Background: an optimization exercise with open tools, aiming at small area and a short achievable clock period. Do not read the settings as production practice. The RTL was checked by simulation tests, not by an equivalence proof against the original design.

==> 11-03 <==
==> flow/design.v (excerpt) <==
module alu #(parameter DATA_WIDTH = 32, OP = 3)
(
    input wire start,
    input wire clk,
    input wire reset_n,
    input wire [DATA_WIDTH - 1 : 0] A,
    input wire [DATA_WIDTH - 1 : 0] B,
    input wire [OP - 1 : 0] op,
    output wire [DATA_WIDTH - 1 : 0] result,
    output reg done
);
Settings: LEC_CHECK=0, CAP_MARGIN=20, CORE_MARGIN=2, CORE_UTILIZATION=45, CTS_BUF_LIST=sky130_fd_sc_hd__clkbuf_4 sky130_fd_sc_hd__clkbuf_8, SETUP_SLACK_MARGIN=5, SLEW_MARGIN=20, SYNTH_HIERARCHICAL=1, SYNTH_MINIMUM_KEEP_SIZE=0; clock period 9.5 ns.
standard.sh (not shown) runs the stock make flow with config.mk's settings and CLKGATE_MAP_FILE= SYNTH_SCRIPT=/design/flow/synth_recipe.tcl, a recipe that flattens the netlist after the stock synthesis.
==> flow/flow/run.sh <==
#!/bin/bash
# The standard layout flow (standard.sh: ORFS with the standard flow's config and standard synthesis),
# with these changes:
#  - after floorplan, prep.tcl sets combinational cells to drive strength 1 and changes the
#    full adders on the slowest paths to the faster fah_1 cell;
#  - the ports are buffered with buf_2 cells (ORFS would pick clkdlybuf4s50_1 delay cells);
#  - repair_timing aims at a setup slack margin of 5.3 ns.
set -e
export BUFFER_PORTS_ARGS="-buffer_cell sky130_fd_sc_hd__buf_2"
bash standard.sh SETUP_SLACK_MARGIN=5.3 floorplan > standard_floorplan.log 2>&1
res=$(ls -d orfs/results/*/alu/base)
ODB_IN=$res/2_floorplan.odb SDC_IN=$res/2_floorplan.sdc \
  LIB_FILE=$FLOW_HOME/platforms/sky130hd/lib/sky130_fd_sc_hd__tt_025C_1v80.lib \
  FAH_WINDOW=0.3 FAH_ROUNDS=1 \
  openroad -no_splash -exit flow/prep.tcl > prep.log 2>&1
bash standard.sh SETUP_SLACK_MARGIN=5.3 finish > standard.log 2>&1
==> flow/flow/prep.tcl <==
# Runs on the floorplan database, before placement:
#  1. every combinational cell that synthesis gave a larger drive strength is set back to
#     its drive-1 version; the resizer, which sees the placement, sizes cells afterwards;
#  2. the full adders (fa_1) on the slowest register-to-register paths are changed to the
#     faster full-adder cell fah_1 (same function; its carry input pin is named CI).
# Registers and other sequential cells are left as they are.
read_db $::env(ODB_IN)
read_liberty $::env(LIB_FILE)
read_sdc $::env(SDC_IN)
set db [ord::get_db]
set block [ord::get_db_block]
set n 0
foreach inst [$block getInsts] {
  set m [$inst getMaster]
  set name [$m getName]
  if {[$m isSequential]} { continue }
  if {[regexp {^(sky130_fd_sc_hd__[a-z0-9]+)_([0-9]+)$} $name -> base size] && $size > 1} {
    if {[string match "*df*" $base] || [string match "*dl*" $base] || [string match "*clk*" $base]} { continue }
    set new [$db findMaster ${base}_1]
    if {$new ne "NULL"} { $inst swapMaster $new; incr n }
  }
}
puts "downsized $n instances"

proc fa_to_fah {inst} {
  set block [ord::get_db_block]
  set fahm [[ord::get_db] findMaster sky130_fd_sc_hd__fah_1]
  set name [$inst getName]
  set conns {}
  foreach it [$inst getITerms] {
    set net [$it getNet]
    if {$net ne "NULL"} { lappend conns [[$it getMTerm] getName] $net }
  }
  odb::dbInst_destroy $inst
  set new [odb::dbInst_create $block $fahm $name]
  foreach {mt net} $conns {
    if {$mt eq "CIN"} { set mt CI }
    [$new findITerm $mt] connect $net
  }
}
set window $::env(FAH_WINDOW)
set rounds $::env(FAH_ROUNDS)
set total 0
for {set r 0} {$r < $rounds} {incr r} {
  set fas {}
  foreach inst [$block getInsts] {
    if {[[$inst getMaster] getName] eq "sky130_fd_sc_hd__fa_1"} {
      set nm [$inst getName]
      set s [expr {min([get_property [get_pins $nm/SUM] slack_max], [get_property [get_pins $nm/COUT] slack_max])}]
      lappend fas [list $s $inst]
    }
  }
  if {[llength $fas] == 0} { break }
  set fas [lsort -real -index 0 $fas]
  set worst [lindex $fas 0 0]
  set k 0
  foreach e $fas {
    if {[lindex $e 0] < $worst + $window} { fa_to_fah [lindex $e 1]; incr k }
  }
  incr total $k
  puts "round $r: worst fa slack $worst, changed $k full adders"
}
puts "changed $total full adders to fah_1"
report_checks -from [all_registers -clock_pins] -to [all_registers -data_pins] -format end
report_design_area
write_db $::env(ODB_IN)
==> 07-10 (differences from 11-03) <==
==> flow/flow/run.sh (replaced) <==
#!/bin/bash
# The standard layout flow (standard.sh: ORFS with the standard flow's config and standard synthesis),
# with these changes:
#  - after floorplan, combinational cells are set to drive strength 1 (downsize.tcl), so that
#    the resizer, which sees the placement, chooses the sizes instead of synthesis;
#  - the ports are buffered with buf_2 cells (ORFS would pick clkdlybuf4s50_1 delay cells);
#  - clock tree synthesis: no dummy loads, other buffer list and sink clustering (CTS_ARGS);
#  - repair_timing aims at a setup slack margin of 5 ns.
set -e
export BUFFER_PORTS_ARGS="-buffer_cell sky130_fd_sc_hd__buf_2"
export CTS_ARGS="-sink_clustering_enable -repair_clock_nets -dont_use_dummy_load -buf_list {sky130_fd_sc_hd__clkbuf_4 sky130_fd_sc_hd__clkbuf_8} -sink_clustering_size 30 -sink_clustering_max_diameter 150"
bash standard.sh SETUP_SLACK_MARGIN=5 floorplan > standard_floorplan.log 2>&1
ODB_IN=$(ls -d orfs/results/*/alu/base)/2_floorplan.odb openroad -no_splash -exit flow/downsize.tcl > downsize.log 2>&1
bash standard.sh SETUP_SLACK_MARGIN=5 finish > standard.log 2>&1
==> flow/flow/downsize.tcl (new file) <==
# Set every combinational cell that synthesis gave a larger drive strength back to its
# drive-1 version; placement's repair_design and repair_timing then size cells for the
# actual loads and wires. Registers and other sequential cells are left as they are.
read_db $::env(ODB_IN)
set db [ord::get_db]
set n 0
foreach inst [[ord::get_db_block] getInsts] {
  set m [$inst getMaster]
  set name [$m getName]
  if {[$m isSequential]} { continue }
  if {[regexp {^(sky130_fd_sc_hd__[a-z0-9]+)_([0-9]+)$} $name -> base size] && $size > 1} {
    if {[string match "*df*" $base] || [string match "*dl*" $base] || [string match "*clk*" $base]} { continue }
    set new [$db findMaster ${base}_1]
    if {$new ne "NULL"} {
      $inst swapMaster $new
      incr n
    }
  }
}
puts "downsized $n instances"
write_db $::env(ODB_IN)
CTS_BUF_LIST = not set   (was sky130_fd_sc_hd__clkbuf_4 sky130_fd_sc_hd__clkbuf_8)
removed: flow/flow/prep.tcl
==> 08-28 (differences from 11-03) <==
==> flow/flow/run.sh (replaced) <==
#!/bin/bash
# The standard layout flow (standard.sh: ORFS with the standard flow's config and standard synthesis),
# with these changes:
#  - after floorplan, prep.tcl sets combinational cells to drive strength 1 and changes the
#    full adders on the slowest paths to the faster fah_1 cell;
#  - the ports are buffered with buf_2 cells (ORFS would pick clkdlybuf4s50_1 delay cells);
#  - repair_timing aims at a setup slack margin of 5 ns.
set -e
export BUFFER_PORTS_ARGS="-buffer_cell sky130_fd_sc_hd__buf_2"
bash standard.sh SETUP_SLACK_MARGIN=5 floorplan > standard_floorplan.log 2>&1
res=$(ls -d orfs/results/*/alu/base)
ODB_IN=$res/2_floorplan.odb SDC_IN=$res/2_floorplan.sdc \
  LIB_FILE=$FLOW_HOME/platforms/sky130hd/lib/sky130_fd_sc_hd__tt_025C_1v80.lib \
  FAH_WINDOW=0.3 FAH_ROUNDS=1 \
  openroad -no_splash -exit flow/prep.tcl > prep.log 2>&1
bash standard.sh SETUP_SLACK_MARGIN=5 finish > standard.log 2>&1
CTS_BUF_LIST = not set   (was sky130_fd_sc_hd__clkbuf_4 sky130_fd_sc_hd__clkbuf_8)
==> 08-20 (differences from 11-03) <==
==> flow/flow/run.sh (replaced) <==
#!/bin/bash
# The standard layout flow (standard.sh, ORFS with the standard flow's config), with two changes:
#  - the ports are buffered with buf_2 cells (ORFS would pick clkdlybuf4s50_1 delay cells);
#  - repair_timing aims at a setup slack margin of 5 ns.
export BUFFER_PORTS_ARGS="-buffer_cell sky130_fd_sc_hd__buf_2"
bash standard.sh SETUP_SLACK_MARGIN=5 finish > standard.log 2>&1
CORE_UTILIZATION = 60   (was 45)
CTS_BUF_LIST = not set   (was sky130_fd_sc_hd__clkbuf_4 sky130_fd_sc_hd__clkbuf_8)
removed: flow/flow/prep.tcl
==> results.cfg <==
[place]
postPlaceCellArea_um2 = 18100

[detailed_routing]
routedWlPerCell_um = 24.9

[finish]
clock_buffers = 17
num_antenna_cells = 0

[pwr]
p_comb_mw = 7.25
p_clk_share_pct = 8.3

[status]
status = no timing/DRC/antenna violations

[worst_setup_path]
critical_path_buf_inv_count = 1
-- figures above: 08-28

==> results.cfg <==
[worst_setup_path]
timing.rr.start = a_r[8]

[finish]
final_common_cell = xnor2_1
clock_buffers = 18

[detailed_routing]
routedWlPerCell_um = 24.6

[pwr]
p_comb_mw = 7.62

[place]
postPlaceCellArea_um2 = 18000

[status]
status = no timing/DRC/antenna violations
-- figures above: 11-03

==> results.cfg <==
[yosys]
synth_compound_area_share_pct = 26.7
ys_top_cells_by_count = 389 x xnor2_1, 196 x fa_1, 155 x nand2_1

[finish]
num_antenna_cells = 1
clock_buffers = 17

[pwr]
power.leakage_nw = 6.33
p_comb_mw = 6.39
p_clk_share_pct = 4.9

[status]
status = no timing/DRC/antenna violations

[worst_setup_path]
critical_path_buf_inv_count = 2

[detailed_routing]
routedWlPerCell_um = 24.7
-- figures above: 07-10

==> results.cfg <==
[finish]
num_antenna_cells = 0

[worst_setup_path]
cp-end-kind = output port
critical_path_buf_inv_count = 1

[place]
postPlaceCellArea_um2 = 18100

[status]
status = no timing/DRC/antenna violations

[detailed_routing]
routedWlPerCell_um = 26.5

[floorplan]
ios = 103

[pwr]
p_clk_share_pct = 7.9
p_comb_mw = 6.69
-- figures above: 08-20

==> separate check: timing with driven ports <==
In the flow no input, the clock included, has a driving cell. The finished layouts below were timed again as built, in two steps. Step 1 assumes that a clkbuf_16 drives the clock port and a buf_2 every other input. Step 2 times the ports against the registers' clock, not the clock port: input delays grow and output delays shrink by t, the midpoint of the rising clock arrivals with the driver on. a / b / c = ideal / step 1 / step 2; a / b = the first two.
run | t, ns | setup slack, ns | worst hold slack (ns) | worst setup path at the end
11-03 | 0.573 | 5.229 / 5.170 / 5.454 | 0.360 / 0.360 / 0.360 | register to register
07-10 | 0.534 | 5.109 / 5.058 / 5.205 | 0.361 / 0.361 / 0.361 | register to register
08-28 | 0.523 | 5.110 / 5.054 / 5.260 | 0.354 / 0.354 / 0.354 | register to register
08-20 | 0.491 | 5.096 / 5.044 / 5.098 | 0.360 / 0.360 / 0.360 | register to register
After both steps every run listed still meets setup and hold.
